Source: an optimization exercise on an open RTL-to-GDS flow (aim: small area and a short achievable clock period). Production flows keep margins and buffers that such runs may drop. Where RTL was checked, it was by simulation tests only, not by an equivalence proof against the original. Function not checked in run 1: the RTL went through the layout flow alone.

==> flow/design.v, too long to show whole: its modules and the start of the top module <==
// module Horner: 1260 lines
module Horner(input clk,
              input rst,
              input [31:0] x,
              input [31:0] cn,
              output wire [31:0] z);
  // ...
==> flow/flow/run.sh <==
#!/bin/bash
set -euo pipefail
R=orfs/results/$FLOW_PLATFORM/Horner/base
bash standard.sh synth > synth.log 2>&1
cp $R/1_2_yosys.v $R/1_2_yosys.std.v
python3 flow/mapnet.py "$FLOW_DESIGN" $R/1_2_yosys.map.v > mapnet.log 2>&1
regs() { grep -o 'dfxtp_1 \\[^ ]*' "$1" | sort; }
if [[ "$(regs $R/1_2_yosys.std.v)" == "$(regs $R/1_2_yosys.map.v)" ]]; then
  echo "registers match: using the mapped netlist" >> mapnet.log
  cp $R/1_2_yosys.map.v $R/1_2_yosys.v
else
  echo "registers differ: using the standard netlist" >> mapnet.log
  python3 flow/fixinv.py $R/1_2_yosys.std.v $R/1_2_yosys.v > fixinv.log 2>&1
fi
rm -f $R/1_synth.odb $R/1_synth.sdc
bash standard.sh finish > layout.log 2>&1
==> flow/flow/fixinv.py <==
#!/usr/bin/env python3
"""Remove the inverters that synthesis leaves between full adders.

A full adder is self-dual: FA(~a, ~b, ~c) = (~cout, ~sum).  Each full adder
may therefore be flipped (take complemented inputs, give complemented
outputs) without changing what the circuit computes.  This chooses flips
that minimise the inverters needed, removes the plain inverters and adds
back one inverter per signal that still needs its complement.

usage: fixinv.py IN.v OUT.v
"""
import re, sys, collections, os
NOXOR = os.environ.get("NOXOR") == "1"   # debugging: flip full adders only

INV = "sky130_fd_sc_hd__inv_1"
FA = re.compile(r"sky130_fd_sc_hd__fa_\d+$")
FA_IN, FA_OUT = ("A", "B", "CIN"), ("COUT", "SUM")
OUT_PINS = {"X", "Y", "Q", "Q_N", "SUM", "COUT", "HI", "LO"}

src = open(sys.argv[1]).read()
src = re.sub(r"\(\*.*?\*\)", "", src, flags=re.S)
m = re.search(r"\bmodule\b.*?\bendmodule\b", src, re.S)
body = m.group(0)

inst_re = re.compile(r"^\s*(sky130_fd_sc_hd__\w+)\s+(\S+)\s*\((.*?)\);\s*$", re.S | re.M)
pin_re = re.compile(r"\.(\w+)\(\s*([^()]*?)\s*\)")
cells = []
for im in inst_re.finditer(body):
    pins = [(p, n) for p, n in pin_re.findall(im.group(3))]
    cells.append({"type": im.group(1), "name": im.group(2), "pins": pins, "span": im.span()})

locked = set()
for am in re.finditer(r"^\s*assign\s+(.*?);", body, re.M | re.S):
    for tok in re.findall(r"\\\S+|[A-Za-z_][\w$]*(?:\s*\[\d+\])?", am.group(1)):
        locked.add(re.sub(r"\s+", "", tok))
for dm in re.finditer(r"^\s*(input|output|inout)\b(.*?);", body, re.M | re.S):
    for tok in re.findall(r"\\\S+|[A-Za-z_][\w$]*", dm.group(2)):
        locked.add(tok)
def base(n):
    return re.sub(r"\s*\[\d+\]$", "", n)
def is_locked(n):
    return n in locked or base(n) in locked

driver = {}
for c in cells:
    for p, n in c["pins"]:
        if p in OUT_PINS:
            driver[n] = (c, p)

# removable inverters: plain inverters whose nets are not locked
removable = set()
for c in cells:
    if c["type"] == INV:
        d = dict(c["pins"])
        if not is_locked(d["Y"]) and not is_locked(d["A"]):
            removable.add(c["name"])
inv_in = {}
for c in cells:
    if c["name"] in removable:
        d = dict(c["pins"])
        inv_in[d["Y"]] = d["A"]

def trace(n):
    p = 0
    while n in inv_in:
        n = inv_in[n]; p ^= 1
    return n, p

XO = re.compile(r"sky130_fd_sc_hd__x(n?)or2_(\d+)$")
fas = [c for c in cells if FA.match(c["type"]) or (XO.match(c["type"]) and not NOXOR)]
fa_idx = {c["name"]: i for i, c in enumerate(fas)}
flip = [0] * len(fas)
lockfa = [0] * len(fas)
root_fa = {}
for i, c in enumerate(fas):
    for p, n in c["pins"]:
        if p in FA_OUT or (p in ("X", "Y") and XO.match(c["type"])):
            root_fa[n] = i
            if is_locked(n):
                lockfa[i] = 1

# consumers: (cell index, pin index, root, parity, fa index or -1)
cons = []
by_root = collections.defaultdict(list)
fa_cons = collections.defaultdict(list)
for ci, c in enumerate(cells):
    if c["name"] in removable:
        continue
    for pi, (p, n) in enumerate(c["pins"]):
        if p in OUT_PINS or n == "" or n.startswith("1'"):
            continue
        r, par = trace(n)
        j = fa_idx.get(c["name"], -1) if (p in FA_IN and FA.match(c["type"])) else -1
        k = len(cons)
        cons.append((ci, pi, r, par, j))
        by_root[r].append(k)
        if j >= 0:
            fa_cons[j].append(k)

def need(k):
    ci, pi, r, par, j = cons[k]
    q = par
    if r in root_fa:
        q ^= flip[root_fa[r]]
    if j >= 0:
        q ^= flip[j]
    return q

def root_cost(r):
    return 1 if any(need(k) for k in by_root[r]) else 0

def fa_roots(i):
    rs = set(cons[k][2] for k in fa_cons[i])
    for p, n in fas[i]["pins"]:
        if p in FA_OUT or (p in ("X", "Y") and XO.match(fas[i]["type"])):
            rs.add(n)
    return rs

import random
random.seed(1)
before = sum(root_cost(r) for r in by_root)
order = [i for i in range(len(fas)) if not lockfa[i]]
cur = before
best = (cur, list(flip))
T = 1.0
for it in range(60000):
    i = random.choice(order)
    rs = fa_roots(i)
    old = sum(root_cost(r) for r in rs)
    flip[i] ^= 1
    new = sum(root_cost(r) for r in rs)
    d = new - old
    if d <= 0 or random.random() < pow(2.718, -d / T):
        cur += d
        if cur < best[0]:
            best = (cur, list(flip))
    else:
        flip[i] ^= 1
    T = max(0.05, T * 0.9999)
flip = best[1]
improved = True
passes = 0
while improved and passes < 50:
    improved = False; passes += 1
    for i in range(len(fas)):
        if lockfa[i]:
            continue
        rs = fa_roots(i)
        old = sum(root_cost(r) for r in rs)
        flip[i] ^= 1
        new = sum(root_cost(r) for r in rs)
        if new < old:
            improved = True
        else:
            flip[i] ^= 1
after = sum(root_cost(r) for r in by_root)

# rewrite
newpins = {ci: list(c["pins"]) for ci, c in enumerate(cells)}
invnet = {}
for k in range(len(cons)):
    ci, pi, r, par, j = cons[k]
    if need(k):
        if r not in invnet:
            invnet[r] = f"fixinv_{len(invnet)}"
        net = invnet[r]
    else:
        net = r
    p, _ = newpins[ci][pi]
    newpins[ci][pi] = (p, net)
# flipped full adders need no pin change: their outputs keep their nets,
# which now carry the complement, and consumers were resolved above.

out = []
pos = 0
for ci, c in enumerate(cells):
    s, e = c["span"]
    out.append(body[pos:s])
    pos = e
    if c["name"] in removable:
        continue
    pins = ",\n".join(f"    .{p}({n})" for p, n in newpins[ci])
    ty = c["type"]
    xm = XO.match(ty)
    if xm and c["name"] in fa_idx and flip[fa_idx[c["name"]]]:
        ty = f"sky130_fd_sc_hd__x{'' if xm.group(1) else 'n'}or2_{xm.group(2)}"
        opin = "X" if xm.group(1) else "Y"     # xor2 drives X, xnor2 drives Y
        pins = ",\n".join(f"    .{opin if p in ('X', 'Y') else p}({n})" for p, n in newpins[ci])
    out.append(f"  {ty} {c['name']} (\n{pins}\n  );\n")
rest = body[pos:]
extra = []
for r, n in invnet.items():
    extra.append(f"  wire {n};\n")
for r, n in invnet.items():
    extra.append(f"  {INV} {n}_cell (\n    .A({r}),\n    .Y({n})\n  );\n")
rest = rest.replace("endmodule", "".join(extra) + "endmodule", 1)
newbody = "".join(out) + rest
open(sys.argv[2], "w").write(src[:m.start()] + newbody + src[m.end():])
print(f"fixinv: {len(fas)} full adders/xors, {sum(flip)} flipped; "
      f"{len(removable)} inverters removed, {len(invnet)} added "
      f"(cost {before} -> {after}, {passes} passes)")
==> flow/flow/mapnet.py <==
#!/usr/bin/env python3
"""Map the generated Horner RTL (rtl/Horner1.v, written by gen/gen.py) straight
to sky130hd cells, one cell per operator of the RTL's structure: full and half
adders where the RTL has them, a22oi+xnor2 Booth selectors, a Kogge-Stone adder.
Registers keep the names and cell type the standard synthesis gives them
(\\<reg>$_DFF_P_, sky130_fd_sc_hd__dfxtp_1).

usage: mapnet.py RTL.v OUT.v"""
import re, sys

P = "sky130_fd_sc_hd__"
src = open(sys.argv[1]).read()
stmts = [s.strip() for s in re.sub(r"//[^\n]*", "", src).split(";")]

cells = []            # (type, instance, [(pin, net)])
alias = {}            # rtl name -> net
consts = {}           # rtl name -> constant value
nets = set()
regs = []             # (name, source)
counter = [0]

def net(s):
    s = s.strip()
    while s in alias:
        s = alias[s]
    m = re.match(r"(am|cq|acc)\[(\d+)\]$", s)
    if m:
        if m.group(1) == "acc":
            return net(f"acc_{m.group(2)}")
        return f"{m.group(1)}_{m.group(2)}"
    return s

def new(prefix="n"):
    counter[0] += 1
    return f"_{prefix}{counter[0]}_"

def cell(ty, pins):
    for p, n in pins:
        if not re.match(r"(x|cn|z)\[\d+\]$|clk$|rst$", n):
            nets.add(n)
    cells.append((P + ty, f"m{len(cells)}", pins))

# --- expression parsing with constant folding ---------------------------------
def tokens(e):
    return re.findall(r"1'b[01]|[A-Za-z_][\w]*(?:\[\d+\])?|[~&|^()]", e)

def parse(e):
    toks = tokens(e); pos = [0]
    def peek():
        return toks[pos[0]] if pos[0] < len(toks) else None
    def eat():
        pos[0] += 1; return toks[pos[0] - 1]
    def prim():
        t = eat()
        if t == "~":
            return ("not", prim())
        if t == "(":
            v = orr(); assert eat() == ")"; return v
        if t == "1'b0":
            return 0
        if t == "1'b1":
            return 1
        if t in consts:
            return consts[t]
        return t
    def band():
        v = prim()
        while peek() == "&":
            eat(); v = ("and", v, prim())
        return v
    def bxor():
        v = band()
        while peek() == "^":
            eat(); v = ("xor", v, band())
        return v
    def orr():
        v = bxor()
        while peek() == "|":
            eat(); v = ("or", v, bxor())
        return v
    v = orr(); assert pos[0] == len(toks), e
    return fold(v)

def fold(v):
    if not isinstance(v, tuple):
        return v
    if v[0] == "not":
        a = fold(v[1])
        return 1 - a if isinstance(a, int) else ("not", a)
    a, b = fold(v[1]), fold(v[2])
    if v[0] == "and":
        if a == 0 or b == 0: return 0
        if a == 1: return b
        if b == 1: return a
    if v[0] == "or":
        if a == 1 or b == 1: return 1
        if a == 0: return b
        if b == 0: return a
    if v[0] == "xor":
        if a == 0: return b
        if b == 0: return a
    return (v[0], a, b)

def emit(v, out=None):
    """Generic mapping of a folded expression; returns the net holding it."""
    if isinstance(v, str):
        n = net(v)
        if out is None:
            return n
        cell("buf_1", [("A", n), ("X", out)]); return out
    assert not isinstance(v, int), "constant"
    o = out or new()
    op = v[0]
    if op == "not":
        cell("inv_1", [("A", emit(v[1])), ("Y", o)]); return o
    # a | (b & c)  -> a21o
    if op == "or" and isinstance(v[2], tuple) and v[2][0] == "and":
        cell("a21o_1", [("A1", emit(v[2][1])), ("A2", emit(v[2][2])), ("B1", emit(v[1])), ("X", o)]); return o
    ty = {"and": "and2_1", "or": "or2_1", "xor": "xor2_1"}[op]
    cell(ty, [("A", emit(v[1])), ("B", emit(v[2])), ("X", o)])
    return o

def xor_tree(ins, out):
    ins = [net(i) for i in ins]
    while len(ins) > 2:
        o = new(); cell("xor2_1", [("A", ins[0]), ("B", ins[1]), ("X", o)])
        ins = ins[2:] + [o]
    cell("xor2_1", [("A", ins[0]), ("B", ins[1]), ("X", out)])

defs = {}
order = []
for s in stmts:
    m = re.match(r"(?:wire|assign)\s+(?:\[31:0\]\s+)?([\w\[\]]+)\s*=\s*(.*)$", s, re.S)
    if m:
        defs[m.group(1)] = m.group(2).strip(); order.append(m.group(1)); continue
    m = re.match(r"(?:always @\(posedge clk\) begin\s*)?(a\d+_\d+)\s*<=\s*(\S+)$", s)
    if m:
        regs.append((m.group(1), m.group(2)))

done = set()
for name in order:
    e = defs[name]
    if name in done:
        continue
    if name == "z":                       # assign z = acc
        continue
    if name in ("am", "cq"):              # X & {32{~rst}}
        srcn = e.split("&")[0].strip()
        if srcn == "acc":
            continue                       # after acc is mapped, below
        for k in range(32):
            s = net(f"acc[{k}]") if srcn == "acc" else f"cn[{k}]"
            cell("nor2b_1", [("A", "rst"), ("B_N", s), ("Y", f"{name}_{k}")])
        continue
    m = re.match(r"acc\[(\d+)\]$", name)
    if m:                                  # assign acc[k] = p ^ c
        k = int(m.group(1))
        v = parse(e)
        if isinstance(v, str):
            alias[f"acc_{k}"] = net(v)
        else:
            emit(v, f"z[{k}]"); alias[f"acc_{k}"] = f"z[{k}]"
        continue
    m = re.match(r"(fs|hs)(\d+)$", name)
    if m:                                  # full / half adder
        co = ("fc" if m.group(1) == "fs" else "hc") + m.group(2)
        ins = [t for t in tokens(e) if t not in "^"]
        if co in defs:
            if m.group(1) == "fs":
                cell("fa_1", [("A", net(ins[0])), ("B", net(ins[1])), ("CIN", net(ins[2])),
                              ("COUT", co), ("SUM", name)])
            else:
                cell("ha_1", [("A", net(ins[0])), ("B", net(ins[1])), ("COUT", co), ("SUM", name)])
            done.add(co)
        else:
            xor_tree(ins, name)
        continue
    if re.match(r"(fc|hc)\d+$", name):     # carry without its sum (never expected)
        emit(parse(e), name); continue
    m = re.match(r"one(\d+)$", name)
    if m:
        v = parse(e)
        if isinstance(v, str):
            alias[name] = net(v)
        else:
            cell("xor2_1", [("A", net(v[1])), ("B", net(v[2])), ("X", name)])
        continue
    m = re.match(r"two(\d+)$", name)
    if m:
        i = int(m.group(1))
        if i == 0:                         # b2 & ~b1
            v = parse(e)
            cell("nor2b_1", [("A", net(v[2][1])), ("B_N", net(v[1])), ("Y", name)])
        else:                              # two = ~(b1 ^ b0) & (b2 ^ b1) = nor(one, xnor(b2, b1))
            b2, b1 = f"x[{2*i+1}]", f"x[{2*i}]"
            t = new("tw")
            cell("xnor2_1", [("A", b2), ("B", b1), ("Y", t)])
            cell("nor2_1", [("A", net(f"one{i}")), ("B", t), ("Y", name)])
        continue
    m = re.match(r"neg(\d+)$", name)
    if m:
        i = int(m.group(1))
        v = parse(e)
        if isinstance(v, str):
            alias[name] = net(v)
        else:                              # b2 & ~(b1 & b0)
            cell("a21boi_0", [("A1", f"x[{2*i}]"), ("A2", f"x[{2*i-1}]"), ("B1_N", f"x[{2*i+1}]"), ("Y", name)])
        continue
    m = re.match(r"pp(\d+)_(\d+)$", name)
    if m:
        i, j = int(m.group(1)), int(m.group(2))
        y = new("sel")
        if j == 0:
            cell("nand2_1", [("A", net(f"one{i}")), ("B", net("am[0]")), ("Y", y)])
        else:
            cell("a22oi_1", [("A1", net(f"one{i}")), ("A2", net(f"am[{j}]")),
                             ("B1", net(f"two{i}")), ("B2", net(f"am[{j-1}]")), ("Y", y)])
        cell("xnor2_1", [("A", y), ("B", net(f"neg{i}")), ("Y", name)])
        continue
    m = re.match(r"p(\d+)$", name)
    if m:
        ins = [t for t in tokens(e) if t != "^"]
        if len(ins) > 2:
            xor_tree(ins, name); continue
    v = parse(e)
    if isinstance(v, int):
        consts[name] = v
    elif isinstance(v, str):
        alias[name] = net(v)
    else:
        emit(v, name)

if "am" in defs:
    for k in range(32):
        cell("nor2b_1", [("A", "rst"), ("B_N", net(f"acc[{k}]")), ("Y", f"am_{k}")])
for r, s in regs:
    cells.append((P + "dfxtp_1", f"\\{r}$_DFF_P_ ", [("CLK", "clk"), ("D", net(s)), ("Q", r)]))
    nets.add(r)
# outputs that ended up as aliases get a buffer
for k in range(32):
    n = net(f"acc_{k}")
    if n != f"z[{k}]":
        cell("buf_1", [("A", n), ("X", f"z[{k}]")])

o = ["module Horner(clk, rst, x, cn, z);", "  input clk;", "  input rst;", "  input [31:0] x;",
     "  input [31:0] cn;", "  output [31:0] z;"]
for n in sorted(nets):
    o.append(f"  wire {n};")
for ty, nm, pins in cells:
    o.append(f"  {ty} {nm} (" + ", ".join(f".{p}({n})" for p, n in pins) + ");")
o.append("endmodule")
open(sys.argv[2], "w").write("\n".join(o) + "\n")
print(f"mapnet: {len(cells)} cells, {len(regs)} registers")
==> flow/standard.sh <==
#!/bin/bash
# synth_recipe.tcl (not shown) runs the flow's synth.tcl, then flattens the netlist and writes it again
# the make line also repeats each setting of config.mk as NAME=value (left out here)
make -C /OpenROAD-flow-scripts/flow DESIGN_CONFIG=/design/flow/config.mk WORK_HOME=/design/flow/orfs CLKGATE_MAP_FILE= SYNTH_SCRIPT=/design/flow/synth_recipe.tcl "${@:-finish}"
==> flow/config.mk <==
export PLATFORM = sky130hd
export DESIGN_NAME = Horner
export DESIGN_NICKNAME = Horner
export VERILOG_FILES = /design/flow/design.v
export SDC_FILE = /design/flow/constraint.sdc
export NUM_CORES = 4
export LEC_CHECK = 0
export CAP_MARGIN = 20
export CORE_MARGIN = 2
export CORE_UTILIZATION = 60
export PLACE_DENSITY = 0.7
export SETUP_SLACK_MARGIN = 2.5
export SLEW_MARGIN = 20
==> flow/constraint.sdc <==
create_clock -name core_clock -period 8.5 [get_ports {clk}]
set_input_delay 1.7000 -clock core_clock [delete_from_list [all_inputs] [get_ports {clk}]]
set_output_delay 1.7000 -clock core_clock [all_outputs]
set_load 0.01 [all_outputs]
==> flow_summary.toml, run 1 <==
[setup_path]
crit_top_cell = "fa_1"
crit_start = "x[4]"
crit_required_ps = 8700
slowest_stage = "fa_1"
timing.rr.start = "a23_0$_DFF_P_"
slowest_delay_ps = 550
rrSetupSlack_ps = 2740
worstSetupEndpointType = "register"
setup.worst_path.end = "a30_1$_DFF_P_"

[floorplan]
die_height_um = 152
core-area_um2 = 21600
placementRows = 54
dieWidth_um = 152
tap_cells = 280

[sta]
tightest_slew_ps = 727
timing.final.crit_period_ps = 5950
holdWs_ps = 853

[grt]
use_met3 = 0.0876
grtUsageTotal = 0.377
grt_pass1_vias = 11805

[cells_and_area]
drive_gt1_frac = 0.113
final_cell_mix = "xnor2_1 (287), a22oi_1 (255), fa_1 (241)"
layout_commonest_cell = "xnor2_1"
antenna_cells = 0
non_clock_buffer_count = 196
dominant_cells = "multi-input gates"
finish.utilization = 0.737

[route]
met3_length_mm = 4.16
drc = 0
vias_per_cell = 6.49
wl_per_cell_um = 25.5

[run]
drv_cap = 0

[place]
dpl.cell_count = 1659

[clock_tree]
clock_sinks = 56
holdBufCountCts = 0

[status]
status = "finished clean"
==> run 2, diff against run 1 <==
--- a/flow/design.v
+++ b/flow/design.v
@@ -47,23 +47,16 @@
     reg  a28_1;
     reg  a29_0;
     reg  a29_1;
     reg  a30_0;
     reg  a30_1;
     reg  a31_0;
     reg  a31_1;
     reg  a31_2;
-    reg  a31_3;
-    reg  a31_4;
-    reg  a31_5;
-    reg  a31_6;
-    reg  a31_7;
-    reg  a31_8;
-    reg  a31_9;
     wire [31:0] acc;
     wire [31:0] cq = cn & {32{~rst}};
     assign z = acc;
     wire [31:0] am = acc & {32{~rst}};
     wire p6 = a6_0 ^ a6_1;
     wire g6 = a6_0 & a6_1;
     wire p10 = a10_0 ^ a10_1;
     wire g10 = a10_0 & a10_1;
@@ -88,17 +81,17 @@
     wire p27 = a27_0 ^ a27_1;
     wire g27 = a27_0 & a27_1;
     wire p28 = a28_0 ^ a28_1;
     wire g28 = a28_0 & a28_1;
     wire p29 = a29_0 ^ a29_1;
     wire g29 = a29_0 & a29_1;
     wire p30 = a30_0 ^ a30_1;
     wire g30 = a30_0 & a30_1;
-    wire p31 = a31_0 ^ a31_1 ^ a31_2 ^ a31_3 ^ a31_4 ^ a31_5 ^ a31_6 ^ a31_7 ^ a31_8 ^ a31_9;
+    wire p31 = a31_0 ^ a31_1 ^ a31_2;
     wire G1_1 = 1'b0 | (a1_0 & 1'b0);
     wire G1_2 = 1'b0 | (a2_0 & 1'b0);
     wire P1_2 = a2_0 & a1_0;
     wire G1_3 = 1'b0 | (a3_0 & 1'b0);
     wire P1_3 = a3_0 & a2_0;
     wire G1_4 = 1'b0 | (a4_0 & 1'b0);
     wire P1_4 = a4_0 & a3_0;
     wire G1_5 = 1'b0 | (a5_0 & 1'b0);
@@ -1190,20 +1183,27 @@
     wire t11 = t5 ^ t6;
     wire t12 = t7 ^ t8;
     wire t13 = t9 ^ t10;
     wire t14 = t11 ^ t12;
     wire t15 = t13 ^ t14;
     wire t16 = fc226 ^ fc227;
     wire t17 = fc228 ^ fc229;
     wire t18 = fc230 ^ fc231;
-    wire t19 = fc232 ^ fc233;
-    wire t20 = fc234 ^ fc235;
-    wire t21 = fc236 ^ fc237;
-    wire t22 = fc238 ^ fc239;
+    wire t19 = t16 ^ t17;
+    wire t20 = t18 ^ fc232;
+    wire t21 = t19 ^ fc233;
+    wire t22 = fc234 ^ t20;
+    wire t23 = t21 ^ t22;
+    wire t24 = fc235 ^ fc236;
+    wire t25 = t23 ^ t24;
+    wire t26 = fc237 ^ t25;
+    wire t27 = fc238 ^ t26;
+    wire t28 = t27 ^ fc239;
+    wire t29 = t28 ^ fc240;
     always @(posedge clk) begin
         a0_0 <= fs0;
         a1_0 <= fs1;
         a2_0 <= fs3;
         a3_0 <= fs5;
         a4_0 <= fs8;
         a5_0 <= fs11;
         a6_0 <= hs0;
@@ -1241,20 +1241,13 @@
         a27_0 <= hc10;
         a27_1 <= hs11;
         a28_0 <= hc11;
         a28_1 <= hs12;
         a29_0 <= hc12;
         a29_1 <= hs13;
         a30_0 <= hc13;
         a30_1 <= hs14;
-        a31_0 <= t16;
-        a31_1 <= t17;
-        a31_2 <= t18;
-        a31_3 <= t15;
-        a31_4 <= t19;
-        a31_5 <= t20;
-        a31_6 <= t21;
-        a31_7 <= t22;
-        a31_8 <= fc240;
-        a31_9 <= hc14;
+        a31_0 <= t15;
+        a31_1 <= t29;
+        a31_2 <= hc14;
     end
 endmodule
==> run 2 against run 1 <==
Effect of this change:
- register-to-register slack is essentially flat
- highest routed layer unchanged
- first-iteration DRC count shrank 14%
- worst hold slack improved by 320 ps
==> flow_summary.toml, run 2 <==
[status]
status = "finished clean"

[grt]
grt_max_degree = 39
grt_pass1_wl_mm = 66.1
overflow = 0
grt_pass1_vias = 11746
grtUsageTotal = 0.391
antenna_found_initial = 1

[floorplan]
ios = 98
dieWidth_um = 151
core-area_um2 = 21200
start_util = 0.613
placementRows = 53
die_height_um = 151
dieArea_um2 = 22800

[cells_and_area]
fin_cells = 1709
finish.utilization = 0.751
nFillCells = 1529
drive_gt1_frac = 0.128
antenna_cells = 0
layout_commonest_cell = "xnor2_1"
final_cell_mix = "xnor2_1 (285), a22oi_1 (255), fa_1 (239)"
area_growth_pct = 22.4
regArea_um2 = 981
multiInputGateArea_um2 = 12400
final_area_um2 = 15900
nets = 1755

[hold_path]
holdCritPathClass = "register to register"
hp-start = "a0_0$_DFF_P_"

[setup_path]
slowest_stage = "fa_1"
timing.rr.start = "a16_1$_DFF_P_"
worstPathMaxFanout = 8
rrSetupSlack_ps = 2740
crit_start = "x[2]"
arrival_ps = 6100
critPathKind = "input pin to register"
worstSetupEndpointType = "register"
slowest_delay_ps = 510
crit_top_cell = "fa_1"
crit_chain = "clkdlybuf4s15_1, xnor2_2, nor2_4, buf_4, a22oi_1, xnor2_1, fa_1, fa_1, fa_1, fa_1, fa_1, ha_1, ha_1"
crit_required_ps = 8680
startpoint_type = "input pin"

[sta]
tightest_slew_ps = 992
rsz0062_at_grt = "yes"
fin_skew_ps = 6.49
max_slew_margin = 0.335
finalMaxSlewViolations = 0
timing.fmax_mhz = 169
timing.final.crit_share = 0.696
fin_setup_tns_ps = 0
setup_viol = 0
timing.final.crit_period_ps = 5920
hold_violations = 0

[synth]
synth_area_per_cell_um2 = 10.7
syn_area_um2 = 13000
synth_nets = 1540
yosys_warnings = 1
synth_cells = 1218

[route]
drtIter0Drc = 893
vias_per_cell = 6.52
wl_mm = 43.5
drc = 0
vias = 11136
final_antenna_net_count = 0
drt-pass1-iter-count = 6
wl_per_cell_um = 25.5

[place]
io_buffers = 97
placed_area_um2 = 15000
dp_hpwl_mm = 32.5
dpl.cell_count = 1650
gp_congestion = 0.969

[clock_tree]
clock_sinks = 49
cts-root-buf = "clkbuf_16"
holdBufCountCts = 0
clock_latency_ps = 300
cts_tree = "done"
cts_max_level = 2
numCtsBuffers = 5
path_clk_slew_ps = 60
cts_max_path_buffers = 2

[run]
drv_cap = 0
[run 2: final cells by class]
| cell class | count | share of cell area |
|---|---|---|
| multi-input combinational | 1164 | 0.782 |
| timing repair buffer | 213 | 0.126 |
| sequential | 49 | 0.0618 |
| tap | 275 | 0.0217 |
| clock buffer | 7 | 0.00835 |
| clock inverter | 1 | 0.000473 |
[run 2: worst paths after layout]
| kind | endpoint | depth (start not counted) |
|---|---|---|
| worst max-delay path | a26_1$_DFF_P_ | 13 |
| worst min-delay path | a0_0$_DFF_P_ | 5 |
| worst max register to register | a26_1$_DFF_P_ | 16 |
| worst min register to register | a0_0$_DFF_P_ | 5 |
[run 2: timing repair]
action | CTS | global route
buffers inserted | 35 | 14
cloned | 2 | 0
pin swaps | 8 | 14
resized for setup | 66 | 41
endpoints found under the setup margin | 34 | 19
[run 2: metrics by stage]
step / setup WS [ps] / hold slack (ps)
3_3_place_gp: 1540 / 1280
4_1_cts: 2490 / 1170
5_1_grt: 2470 / 1250
6_report: 2580 / 1180
3_5_place_dp: 1440 / 1290
2_1_floorplan: 2460 / 974
[run 2: worst max-delay path: cells and delay by family]
family | cells | cell delay [ps]
AOI/OAI and AO/OA | 1 | 170
xor gates and xnor gates | 2 | 680
adders and majority gates | 7 | 2790
buffers and inverters | 2 | 620
and+or+nand+nor | 1 | 140
[run 2: routing by layer]
metal | up-vias | track usage | routed length [um]
met5 | - | 0 | 0
met4 | 0 | 0.189 | 2350
met3 | 153 | 0.101 | 4330
met2 | 692 | 0.650 | 20900
met1 | 5580 | 0.477 | 16000
li1 | 4711 | - | -
==> run 3, diff against run 2 <==
--- a/flow/flow/run.sh
+++ b/flow/flow/run.sh
@@ -13,4 +13,6 @@
   python3 flow/fixinv.py $R/1_2_yosys.std.v $R/1_2_yosys.v > fixinv.log 2>&1
 fi
 rm -f $R/1_synth.odb $R/1_synth.sdc
+# port buffers: plain buffers rather than the delay cells buffer_ports picks by default
+export BUFFER_PORTS_ARGS="-buffer_cell sky130_fd_sc_hd__buf_2"
 bash standard.sh finish > layout.log 2>&1
==> run 3 against run 2 <==
Effect of this change:
- synthesized area did not move
- utilization fell by 5.1 points
==> flow_summary.toml, run 3 <==
[floorplan]
ios = 98
core-area_um2 = 21200
start_util = 0.613
die_height_um = 151
dieArea_um2 = 22800
placementRows = 53
dieWidth_um = 151

[sta]
timing.fmax_mhz = 170
finalMaxSlewViolations = 0
setup_viol = 0
rsz0062_at_grt = "no"
max_slew_margin = 0.290
timing.final.crit_period_ps = 5890
hold_violations = 0
tightest_slew_ps = 1060
timing.final.crit_share = 0.693
fin_skew_ps = 6.05
fin_setup_tns_ps = 0

[cells_and_area]
nets = 1709
area_growth_pct = 14.2
layout_commonest_cell = "xnor2_1"
antenna_cells = 0
drive_gt1_frac = 0.159
regArea_um2 = 981
nFillCells = 1716
multiInputGateArea_um2 = 12300
final_area_um2 = 14800
final_cell_mix = "xnor2_1 (287), a22oi_1 (256), fa_1 (241)"

[route]
drc = 0
vias_per_cell = 6.62
highest_layer = "met4"
wl_per_cell_um = 25.7
final_antenna_net_count = 0
vias = 11014
met3_length_mm = 4.55
dr_wl_met2_mm = 20.3
drtIter0Drc = 1095
wl_mm = 42.7
wl_met1_mm = 15.8
drt-pass1-iter-count = 6

[setup_path]
crit_required_ps = 8690
critPathKind = "input pin to register"
timing.rr.start = "a22_1$_DFF_P_"
arrival_ps = 6090
startpoint_type = "input pin"
worstSetupEndpointType = "register"
worstPathMaxFanout = 28
crit_start = "rst"
rrSetupSlack_ps = 2720

[run]
drv_cap = 0

[clock_tree]
numCtsBuffers = 5
cts-root-buf = "clkbuf_16"
cts_tree = "done"
holdBufCountCts = 0
path_clk_slew_ps = 70
clock_sinks = 49
cts_max_level = 2
cts_max_path_buffers = 2
clock_latency_ps = 300

[place]
gp_congestion = 0.918
placed_area_um2 = 14400
dp_hpwl_mm = 31.1
io_buffers = 97

[grt]
antenna_found_initial = 0
grtUsageTotal = 0.385
grt_max_degree = 34
grt_pass1_vias = 11703
grt_pass1_wl_mm = 65.2
overflow = 0

[status]
status = "finished clean"

[synth]
synth_area_per_cell_um2 = 10.7
syn_area_um2 = 13000
yosys_warnings = 1
synth_nets = 1540
synth_cells = 1218

[hold_path]
hp-start = "a0_0$_DFF_P_"
holdCritPathClass = "register to register"
## run 3: path summary, 6_finish.rpt
path / endpoint / depth (start not counted)
hold reg to reg: a0_0$_DFF_P_ / 5
setup reg to reg: a30_1$_DFF_P_ / 17
hold / removal: a0_0$_DFF_P_ / 5
setup / recovery: a28_1$_DFF_P_ / 12
## run 3: layout make-up
type                    instances  area share
clock inverters                 3     0.00169
flip-flops and latches         49      0.0662
well taps                     275      0.0232
clock buffers                   5     0.00845
multi-input cells            1164       0.830
repair buffers                167      0.0707
## run 3: what timing repair did
action / 4_1_cts / 5_1_grt
gates cloned: 0 / 2
endpoints found under the hold margin: 0 / 0
setup buffers: 0 / 11
setup endpoints to repair: 22 / 16
pin swaps: 0 / 4
resized for setup: 10 / 21
## run 3: layer usage
metal / global-route usage / vias up
li1: - / 4612
met1: 0.477 / 5474
met2: 0.631 / 763
met3: 0.0892 / 165
met4: 0.198 / 0
met5: 0 / -
## run 3: per-stage QoR
step / hold slack (ps) / instances / utilization / setup WS, ps
finish: 1210 / 1663 / 0.700 / 2610
floorplan: 974 / 1218 / - / 2460
global placement: 1170 / 1642 / 0.681 / 1770
CTS: 1180 / 1650 / 0.691 / 2450
detailed placement: 1160 / 1642 / 0.681 / 1810
global route: 1240 / 1663 / 0.700 / 2500
## run 3: critical path, cell delays in order
cell and delay, ps:
buf_6 180, nor2b_2 420, buf_4 300, a22oi_1 120, xnor2_1 190, fa_1 490, fa_1 590, fa_1 450
fa_1 400, fa_1 510, fa_1 420, ha_1 280

[re-timing with driven ports]
No port has a modelled driver above. Below, the same layouts with a new extraction and two added sets of constraints. Step 1 sets driving cells, clkbuf_16 on the clock port and buf_2 on the other inputs (assumed; they add their load-dependent delay and slew). Step 2, shift: input delay + t, output delay - t, t = (earliest + latest rising clock arrival at the registers) / 2. This alone moves slack from input paths to output paths. Slacks: ideal / step 1 / step 2; pairs: ideal / step 1.
run | t, ns | setup WS [ns] | latest minus earliest clock arrival (ns) | pins driven straight from the clock port
run 1 | 0.348 | 2.548 / 2.566 / 2.218 | 0.009 / 0.009 | 1
run 2 | 0.341 | 2.580 / 2.568 / 2.228 | 0.006 / 0.007 | 1
run 3 | 0.349 | 2.605 / 2.622 / 2.273 | 0.007 / 0.006 | 1
After both steps every run listed still meets setup and hold. For run 2, which loses most, drivers alone change the setup slack by -0.012 ns; drivers and shift together by -0.352 ns.
